Background: an optimization exercise with open tools, aiming at small area. Do not read the settings as production practice. The RTL was checked by simulation tests, not by an equivalence proof against the original design. Power and IR drop assume default switching activity.

===== flow/config.mk =====
export PLATFORM = sky130hd
export DESIGN_NAME = Num24
export DESIGN_NICKNAME = Num24
export VERILOG_FILES = /design/flow/design.v
export SDC_FILE = /design/flow/constraint.sdc
export NUM_CORES = 4
export LEC_CHECK = 0
export ABC_AREA = 1
export CAP_MARGIN = 20
export CORE_MARGIN = 2
export CORE_UTILIZATION = 40
export SLEW_MARGIN = 20

===== flow/constraint.sdc =====
create_clock -name core_clock -period 18.0 [get_ports {clk}]
set_input_delay 3.6000 -clock core_clock [delete_from_list [all_inputs] [get_ports {clk}]]
set_output_delay 3.6000 -clock core_clock [all_outputs]
set_load 0.01 [all_outputs]

===== flow/design.v =====
module Num24(clk, rst, JA_row, JA_col, START, RESTART, red, green, blue, hsync, vsync);
    input clk;
    input rst;
    input [3:0] JA_row;
    output [3:0] JA_col;
    input START, RESTART;
    output [2:0] red;
    output [2:0] green;
    output [1:0] blue;
    output hsync, vsync;
    reg [1:0] ph;
    reg [4:0] rx;
    reg [5:0] cx;
    reg [4:0] ry;
    reg [4:0] cy;
    reg [6:0] ln;
    wire pix = (ph == 2'd1);
    wire rx_end = (rx == 5'd19);
    wire x_end = rx_end && (cx == 6'd39);
    always @(posedge clk) begin
        if (rst) begin
            ph <= 2'd0;
            rx <= 5'd0;
            cx <= 6'd0;
            ry <= 5'd0;
            cy <= 5'd0;
            ln <= 7'd0;
        end else begin
            ph <= ph + 2'd1;
            if (pix) begin
                if (rx_end) begin
                    rx <= 5'd0;
                    cx <= (cx == 6'd39) ? 6'd0 : cx + 6'd1;
                end else
                    rx <= rx + 5'd1;
                if (x_end) begin
                    ln <= (ln == 7'd124) ? 7'd0 : ln + 7'd1;
                    if (cy == 5'd26 && ry == 5'd4) begin
                        ry <= 5'd0;
                        cy <= 5'd0;
                    end else if (ry == 5'd19) begin
                        ry <= 5'd0;
                        cy <= cy + 5'd1;
                    end else
                        ry <= ry + 5'd1;
                end
            end
        end
    end
    wire en = (ph == 2'd3) && (rx == 5'd0) &&
         ((ln == 7'd31 && cx == 6'd10) || (ln == 7'd93 && cx == 6'd30));
    reg [16:0] kr;
    reg [1:0] kc;
    reg kfirst;
    reg [3:0] dk;
    wire kwrap = (kc == 2'd3) ? (kr == 17'd100008) : (kr == 17'd99999);
    wire ksamp = (kr == 17'd7);
    reg khit;
    reg [3:0] kkey;
    always @(*) begin
        khit = 1'b1;
        kkey = 4'd0;
        case (JA_row)
            4'b0111: case (kc) 2'd0: kkey = 4'h1; 2'd1: kkey = 4'h2; 2'd2: kkey = 4'h3; default: kkey = 4'hA; endcase
            4'b1011: case (kc) 2'd0: kkey = 4'h4; 2'd1: kkey = 4'h5; 2'd2: kkey = 4'h6; default: kkey = 4'hB; endcase
            4'b1101: case (kc) 2'd0: kkey = 4'h7; 2'd1: kkey = 4'h8; 2'd2: kkey = 4'h9; default: kkey = 4'hC; endcase
            4'b1110: case (kc) 2'd0: kkey = 4'h0; 2'd1: kkey = 4'hF; 2'd2: kkey = 4'hE; default: kkey = 4'hD; endcase
            default: khit = 1'b0;
        endcase
    end
    wire [3:0] dk_next = (ksamp && khit) ? kkey : dk;
    always @(posedge clk) begin
        if (rst) begin
            kr <= 17'd8;
            kc <= 2'd3;
            kfirst <= 1'b1;
            dk <= 4'd0;
        end else begin
            if (kwrap) begin
                kr <= 17'd0;
                kc <= kc + 2'd1;
                kfirst <= 1'b0;
            end else
                kr <= kr + 17'd1;
            dk <= dk_next;
        end
    end
    assign JA_col = kfirst ? 4'b1111 : ~(4'b1000 >> kc);
    reg sd, rd;
    always @(posedge clk) begin
        if (rst) begin
            sd <= 1'b0;
            rd <= 1'b0;
        end else if (en) begin
            sd <= START;
            rd <= RESTART;
        end
    end
    reg enabled;
    reg [3:0] lfsr;
    always @(posedge clk) begin
        if (sd && !enabled) begin
            lfsr <= {lfsr[2:0], ~(lfsr[3] ^ lfsr[2])};
            enabled <= 1'b1;
        end else if (rst) begin
            lfsr <= 4'b1010;
            enabled <= 1'b0;
        end else if (!sd)
            enabled <= 1'b0;
    end
    reg chg;
    always @(posedge clk)
        chg <= !rst && ((en && ((START ^ sd) || (RESTART ^ rd))) || (dk_next != dk));
    reg [9:0] n0, n1, n2, n3;
    reg [3:0] valid;
    reg [2:0] st;
    reg [1:0] s1r, s2r, op;
    reg [3:0] oidx;    
    wire [3:0] ri = sd ? lfsr : oidx;
    reg [15:0] rom;
    always @(*) begin
        case (ri)
            4'd0:  rom = {4'd2, 4'd4, 4'd8, 4'd10};
            4'd1:  rom = {4'd2, 4'd6, 4'd12, 4'd13};
            4'd2:  rom = {4'd3, 4'd5, 4'd7, 4'd13};
            4'd3:  rom = {4'd3, 4'd6, 4'd6, 4'd11};
            4'd4:  rom = {4'd1, 4'd3, 4'd7, 4'd12};
            4'd5:  rom = {4'd7, 4'd8, 4'd9, 4'd10};
            4'd6:  rom = {4'd2, 4'd6, 4'd11, 4'd12};
            4'd7:  rom = {4'd3, 4'd4, 4'd8, 4'd13};
            4'd8:  rom = {4'd3, 4'd6, 4'd10, 4'd10};
            4'd9:  rom = {4'd4, 4'd4, 4'd9, 4'd12};
            4'd10: rom = {4'd4, 4'd6, 4'd7, 4'd9};
            4'd11: rom = {4'd5, 4'd6, 4'd11, 4'd13};
            4'd12: rom = {4'd8, 4'd8, 4'd11, 4'd12};
            4'd13: rom = {4'd11, 4'd12, 4'd12, 4'd13};
            4'd14: rom = {4'd7, 4'd8, 4'd10, 4'd13};
            default: rom = sd ? {4'd7, 4'd8, 4'd10, 4'd13} : 16'd0;
        endcase
    end
    wire dnum = (dk >= 4'd1) && (dk <= 4'd4);
    wire [1:0] dsel = dk[1:0] - 2'd1;
    wire isnum = dnum && valid[dsel];
    wire isop = (dk >= 4'd10) && (dk <= 4'd13);
    wire [1:0] dop = dk[1:0] - 2'd2;
    reg [9:0] a, b;
    always @(*) begin
        case (s1r) 2'd0: a = n0; 2'd1: a = n1; 2'd2: a = n2; default: a = n3; endcase
        case (s2r) 2'd0: b = n0; 2'd1: b = n1; 2'd2: b = n2; default: b = n3; endcase
    end
    wire [9:0] r_add = a + b;
    wire [9:0] r_sub = a - b;
    wire [9:0] r_mul = a * b;
    wire [9:0] r_div = (b == 10'd0) ? 10'h3FF : a / b;
    reg [9:0] res;
    always @(*) begin
        case (op) 2'd0: res = r_add; 2'd1: res = r_sub; 2'd2: res = r_mul; default: res = r_div; endcase
    end
    wire [1:0] ssm = (s1r < s2r) ? s1r : s2r;
    wire [1:0] slg = (s1r > s2r) ? s1r : s2r;
    always @(posedge clk) begin
        if (rst) begin
            st <= 3'd0;
            n0 <= 10'd0;
            n1 <= 10'd0;
            n2 <= 10'd0;
            n3 <= 10'd0;
            valid <= 4'hF;
            oidx <= 4'hF;
        end else if (chg) begin
            if (sd || rd) begin
                st <= 3'd0;
                n0 <= {6'd0, rom[15:12]};
                n1 <= {6'd0, rom[11:8]};
                n2 <= {6'd0, rom[7:4]};
                n3 <= {6'd0, rom[3:0]};
                valid <= 4'hF;
                if (sd)
                    oidx <= (lfsr == 4'hF) ? 4'hE : lfsr;
            end else begin
                case (st)
                    3'b000, 3'b001: begin
                        if (isnum) begin
                            s1r <= dsel;
                            st <= {1'b1, 1'b0, st[0]};
                        end else if (isop) begin
                            op <= dop;
                            st <= 3'b001;
                        end
                    end
                    3'b100, 3'b101: begin
                        if (isnum) begin
                            s2r <= dsel;
                            st <= {2'b11, st[0]};
                        end else if (isop) begin
                            op <= dop;
                            st <= 3'b101;
                        end
                    end
                    3'b110: begin
                        if (isnum) begin
                            s1r <= dsel;
                            st <= 3'b100;
                        end else if (isop) begin
                            op <= dop;
                            st <= 3'b111;
                        end
                    end
                    3'b111: begin
                        case (ssm)
                            2'd0: n0 <= res;
                            2'd1: n1 <= res;
                            2'd2: n2 <= res;
                            default: n3 <= res;
                        endcase
                        valid[slg] <= 1'b0;
                        st <= 3'b000;
                    end
                    default: st <= 3'b000;
                endcase
            end
        end
    end
    wire one_left = (valid == 4'b0001);
    wire is24 = (n0 == 10'd24);
    wire win = one_left && is24;
    wire lose = one_left && !is24;
    wire hl1 = valid[s1r] && st[2];
    wire hl2 = valid[s2r] && st[1];
    reg xin;           
    reg xright;        
    reg [1:0] xdig;    
    reg [1:0] ix;
    always @(*) begin
        xin = 1'b1;
        xright = 1'b0;
        xdig = 2'd0;
        ix = 2'd0;
        if (cx >= 6'd1 && cx <= 6'd4) begin xdig = 2'd0; ix = cx - 6'd1; end
        else if (cx >= 6'd6 && cx <= 6'd9) begin xdig = 2'd1; ix = cx - 6'd6; end
        else if (cx >= 6'd11 && cx <= 6'd14) begin xdig = 2'd2; ix = cx - 6'd11; end
        else if (cx >= 6'd17 && cx <= 6'd20) begin xright = 1'b1; xdig = 2'd0; ix = cx - 6'd17; end
        else if (cx >= 6'd22 && cx <= 6'd25) begin xright = 1'b1; xdig = 2'd1; ix = cx - 6'd22; end
        else if (cx >= 6'd27 && cx <= 6'd30) begin xright = 1'b1; xdig = 2'd2; ix = cx - 6'd27; end
        else xin = 1'b0;
    end
    reg yrow0, yrow1, ybox;
    reg [2:0] iy;
    always @(*) begin
        yrow0 = 1'b0;
        yrow1 = 1'b0;
        ybox = 1'b0;
        iy = 3'd0;
        if (cy >= 5'd1 && cy <= 5'd7) begin yrow0 = 1'b1; iy = cy - 5'd1; end
        else if (cy >= 5'd10 && cy <= 5'd16) begin yrow1 = 1'b1; iy = cy - 5'd10; end
        else if (cy >= 5'd17 && cy <= 5'd23) begin ybox = 1'b1; iy = cy - 5'd17; end
    end
    wire innum = xin && (yrow0 || yrow1);
    wire inbox = ybox && (cx >= 6'd6) && (cx <= 6'd9);
    wire [1:0] pos = innum ? {yrow1, xright} : 2'd0;
    reg [9:0] nsel;
    always @(*) begin
        case (pos) 2'd0: nsel = n0; 2'd1: nsel = n1; 2'd2: nsel = n2; default: nsel = n3; endcase
    end
    wire [3:0] d_h = nsel / 10'd100;
    wire [3:0] d_t = (nsel / 10'd10) % 10'd10;
    wire [3:0] d_o = nsel % 10'd10;
    reg [3:0] code;
    always @(*) begin
        code = 4'hF;
        if (innum) begin
            if (valid[pos])
                case (xdig) 2'd0: code = d_h; 2'd1: code = d_t; default: code = d_o; endcase
        end else if (inbox)
            code = win ? 4'd11 : (lose ? 4'd10 : 4'd15);
    end
    wire ix0 = (ix == 2'd0);
    wire ix3 = (ix == 2'd3);
    wire sa = (iy == 3'd0);
    wire sb = ix3 && (iy <= 3'd3);
    wire sc = ix3 && (iy >= 3'd3);
    wire sd_ = (iy == 3'd6);
    wire se = ix0 && (iy >= 3'd3);
    wire sf = ix0 && (iy <= 3'd3);
    wire sg = (iy == 3'd3);
    reg disp;
    always @(*) begin
        case (code)
            4'd0: disp = sa | sb | sc | sd_ | se | sf;
            4'd1: disp = sb | sc;
            4'd2: disp = sa | sb | sg | se | sd_;
            4'd3: disp = sa | sb | sg | sc | sd_;
            4'd4: disp = sf | sg | sb | sc;
            4'd5, 4'd11: disp = sa | sf | sg | sc | sd_;
            4'd6: disp = sa | sf | sg | sc | sd_ | se;
            4'd7: disp = sa | sb | sc;
            4'd8: disp = sa | sb | sc | sd_ | se | sf | sg;
            4'd9: disp = sa | sb | sc | sd_ | sf | sg;
            4'd10: disp = sa | sf | sg | se;
            default: disp = 1'b0;
        endcase
    end
    wire hl = (hl1 && pos == s1r) || (hl2 && pos == s2r);
    reg px_r, px_gb;
    always @(posedge clk) begin
        if (rst) begin
            px_r <= 1'b0;
            px_gb <= 1'b0;
        end else if (pix) begin
            px_r <= disp;
            px_gb <= disp && !hl;
        end
    end
    assign red = {3{px_r}};
    assign green = {3{px_gb}};
    assign blue = {2{px_gb}};
    assign hsync = !((cx == 6'd32 && rx >= 5'd16) || (cx >= 6'd33 && cx <= 6'd36) ||
                     (cx == 6'd37 && rx <= 5'd11));
    wire sx0 = (cx == 6'd0) && (rx == 5'd0);
    assign vsync = !((cy == 5'd24) && (sx0 ? (ry == 5'd10 || ry == 5'd11) : (ry == 5'd9 || ry == 5'd10)));
endmodule

===== flow/run.sh =====
#!/bin/bash
# synth_recipe.tcl (not shown) runs the flow's synth.tcl, then flattens the netlist and writes it again
# the make line also repeats each setting of config.mk as NAME=value (left out here)
make -C /OpenROAD-flow-scripts/flow DESIGN_CONFIG=/design/flow/config.mk WORK_HOME=/design/flow/orfs CLKGATE_MAP_FILE= SYNTH_SCRIPT=/design/flow/synth_recipe.tcl finish

==> impl_metrics.ini <==
[sta]
setup_viol = 0
worst_pin_slew_ns = 0.862
setup_tns_ns = 0
finalHoldViolCount = 0
finClkSkew_ns = 0.00823
finalCritPeriodShare_pct = 91.7
slew_headroom_pct = 42.0
worst_slack_ns = 1.49
clock.fmax_mhz = 60.6
maxSlewViolCount = 0
fin_crit_ns = 16.51

[hold_path]
min_delay_path_depth = 1
hold_path_class = reg2reg

[layout]
design_area_um2 = 15000
area_growth_pct = 11.1
drive_gt1_share_pct = 8.75
final-instance-count-excl-fill = 2585
antenna_cells = 0
fin_nets = 2288

[worst_setup_path]
crit_path_max_incr_delay_ns = 0.50
ff2ff_path_depth = 106
arrival_ns = 16.80
required_ns = 18.29
crit_fanout = 12
timing_worst_setup_path_type = reg2reg
critPathCaptureType = flop
slowest_stage = edfxtp_1
path_common_cell = nand2_1
start_kind = flop

[synth]
synth_compound_area_share_pct = 20.5
syn-instance-count = 2083
ys_ff_latch = 121
yosysWarnings = 1
ys_types = 63
synthAdderAreaFrac_pct = 15.7
synth_nets = 2247
synth_top_family_by_area = simple AND/OR/NAND/NOR gates
synth-edff-count = 10
synth-main-ff-cell = dfxtp_1
syn_area_um2 = 13500
seq_area_frac_synth_pct = 18.6
syn_area_per_cell_um2 = 6.50
synth.mux.area_fraction_pct = 0.157
yosys.area_share.simple_pct = 28.8
synthArstFlopShare_pct = 0
synth_xor_area_share_pct = 5.43

[global_routing]
track_usage_pct = 22.5
grt_pass1_vias = 13100
grt_pass1_wl_um = 65000
grt_max_degree = 56
overflow = 0
antenna_found_initial = 0

[clocking]
clock_path_buffers = 2
cts_tree = built
clkTransAtPathRegs_ns = 0.06
clock_sinks = 121
cts_buffers = 17
cts_hold_buf = 0
clock-root-buffer = clkbuf_16
htreeDepth = 4
clk_latency_ns = 0.43

[floorplanning]
initial_utilization_pct = 40.5
dieArea_um2 = 35300
fp-row-count = 67
io_pins = 22
die_h_um = 188
dieWidth_um = 188
core-area_um2 = 33400

[placed_design]
io_buffer_count = 21
dpl.cell_count = 2541
place_ws_ns = -0.220
dpl_cell_area_um2 = 14300
dp_hpwl_um = 30700
place.gp.congestion = 0.934

[outcome]
outcome = complete, no violations

[run]
maxCapViolations = 0

[routing]
dr.pass1.iters = 8
wl_per_cell_um = 15.1
highest_layer = met4
met1_length_um = 18000
wl_met3_um = 2240
dr_wl_met2_um = 17800
drt_wl_total_um = 39100
via_per_inst = 5.35
vias = 13800
antenna_left = 0
drc_errors = 0
drt_iter0_drc = 913

[power_and_ir_drop]
ir_worst_vdd_mv = 0.0588
power_density_nw_per_um2 = 42.4
total_power_w = 0.000638
leakage_nw = 7.24
-- worst paths after layout --
path | endpoint | slack (ns) | from
max | n1[0] | 1.49 | s2r[1]
min | enabled | 0.43 | enabled
min reg2reg | enabled | 0.43 | enabled
max reg2reg | n1[0] | 1.49 | s2r[1]
-- state kept, by name, indices dropped and copies added, names as in the netlist, 5 cells and up --
register	cells
n2	10
n3	10
cy	5
cx	6
ry	5
n1	10
rx	5
n0	10
ln	7
kr	17
-- power by group --
| group | total (W) | internal, W | switching [W] |
|---|---|---|---|
| sequential | 0.000274 | 0.000273 | 0.00000132 |
| combinational | 0.0000135 | 0.00000464 | 0.00000884 |
| clock | 0.000350 | 0.000218 | 0.000132 |
| total | 0.000638 | 0.000495 | 0.000143 |
-- cell usage after synthesis, types with 4 or more instances --
library cell	number	area [um2]
a2111oi_0	6	52.6
o21ai_0	183	916
a21oi_1	128	641
nand2_1	378	1420
a211oi_1	10	75.1
o21a_1	9	67.6
xnor2_1	30	263
nor2_4	4	45.0
nor2_2	6	37.5
buf_4	8	60.1
o22ai_1	10	62.6
ha_1	133	1660
nand3b_1	4	30.0
nor3_1	31	155
xor2_1	52	455
a21o_1	10	75.1
or2_2	11	68.8
a22oi_1	4	30.0
o41ai_1	4	35.0
nand2_2	35	219
nand3_1	101	505
inv_2	15	56.3
dfxtp_1	111	2220
nand4_1	27	169
fa_1	23	460
o21ai_1	23	115
o2111ai_1	9	78.8
clkbuf_1	24	90.1
o211ai_1	15	113
o21bai_1	16	120
nor2_1	231	867
edfxtp_1	10	300
nor4_1	11	68.8
nand3_2	18	180
inv_1	315	1180
o221ai_1	5	43.8
a31oi_1	15	93.8
a221oi_1	10	87.6
clkinv_1	7	26.3
-- worst max-delay path: cells and delay by family, from the launching register on --
kind	cells	cell delay, ns
and+or+nand+nor	27	3.52
muxes	1	0.36
buffers and inverters	17	1.69
AOI/OAI and AO/OA	52	7.69
DFF	1	0.50
adders and majority gates	9	2.58
-- per-layer routing --
layer | up-vias | GRT usage [%]
met5 | - | 0
met4 | 0 | 7.51
met3 | 73 | 3.31
met2 | 395 | 37.5
met1 | 6365 | 29.7
li1 | 7008 | -
-- through the flow --
step / util, % / hold slack [ns]
floorplan: - / 0.409
global placement: 42.8 / 0.418
detailed placement: 42.8 / 0.424
CTS: 44.6 / 0.431
global route: 45.0 / 0.469
finish: 45.0 / 0.429
-- area by class of cell --
class / count / area (um2)
clock inverter: 14 / 171
sequential: 121 / 2520
inverter: 337 / 1270
timing repair buffer: 60 / 500
tap: 448 / 561
multi-input combinational: 1587 / 9590
clock buffer: 18 / 429
fill: 3507 / 18400
-- cells by family (layout without fill, tap and decap cells) --
| family | count (synthesis) | after routing |
|---|---|---|
| xor gates and xnor gates | 83 | 83 |
| and+or+nand+nor | 869 | 869 |
| buffers and inverters | 375 | 429 |
| AOI/OAI and AO/OA | 477 | 477 |
| adders and majority gates | 156 | 156 |
| muxes | 2 | 2 |
| DFF | 121 | 121 |
-- layout by cell type, fill, tap and decap left out, types with 18 or more instances in the layout --
master and instances:
buf_4 38, xor2_1 52, nor3_1 30, o21ai_0 177, nand3_1 101, fa_1 23
nand3_2 18, nor2_1 231, ha_1 133, o21ai_1 27, a21oi_1 127, inv_1 314
clkdlybuf4s50_1 21, nand2_1 375, nand2_2 38, nand4_1 27, dfxtp_1 111, xnor2_1 30
-- what timing repair did --
item / 4_1_cts / 5_1_grt
buffers inserted: 0 / 12
gates resized for setup: 3 / 15
endpoints found under the setup margin: 4 / 8
pin swaps: 0 / 1

==> re-timing with driven ports <==
How much do the figures lean on ideal ports? The routed layout below was timed once more, with nothing changed but the port constraints.
Step 1: set_driving_cell puts a clkbuf_16 on clk and a buf_2 on each other input, an assumption about the parent block.
Step 2 adds t to the input delays and takes it off the output delays; t is the mean of the earliest and latest rising clock arrival at the registers after step 1. Input paths then give back, and output paths get back, about the clock's delay inside the block.
a / b / c = ideal ports / drivers / drivers and shift; a / b = the first two.
t, ns: 0.479
slack for setup (ns): 1.486 / 1.486 / 1.486
worst register clock-pin slew, ns: 0.06 / 0.06
cell pins on the clock port's net: 1
After both steps this run still meets setup and hold. For this run, drivers alone change the setup slack by 0.000 ns; drivers and shift together by 0.000 ns.
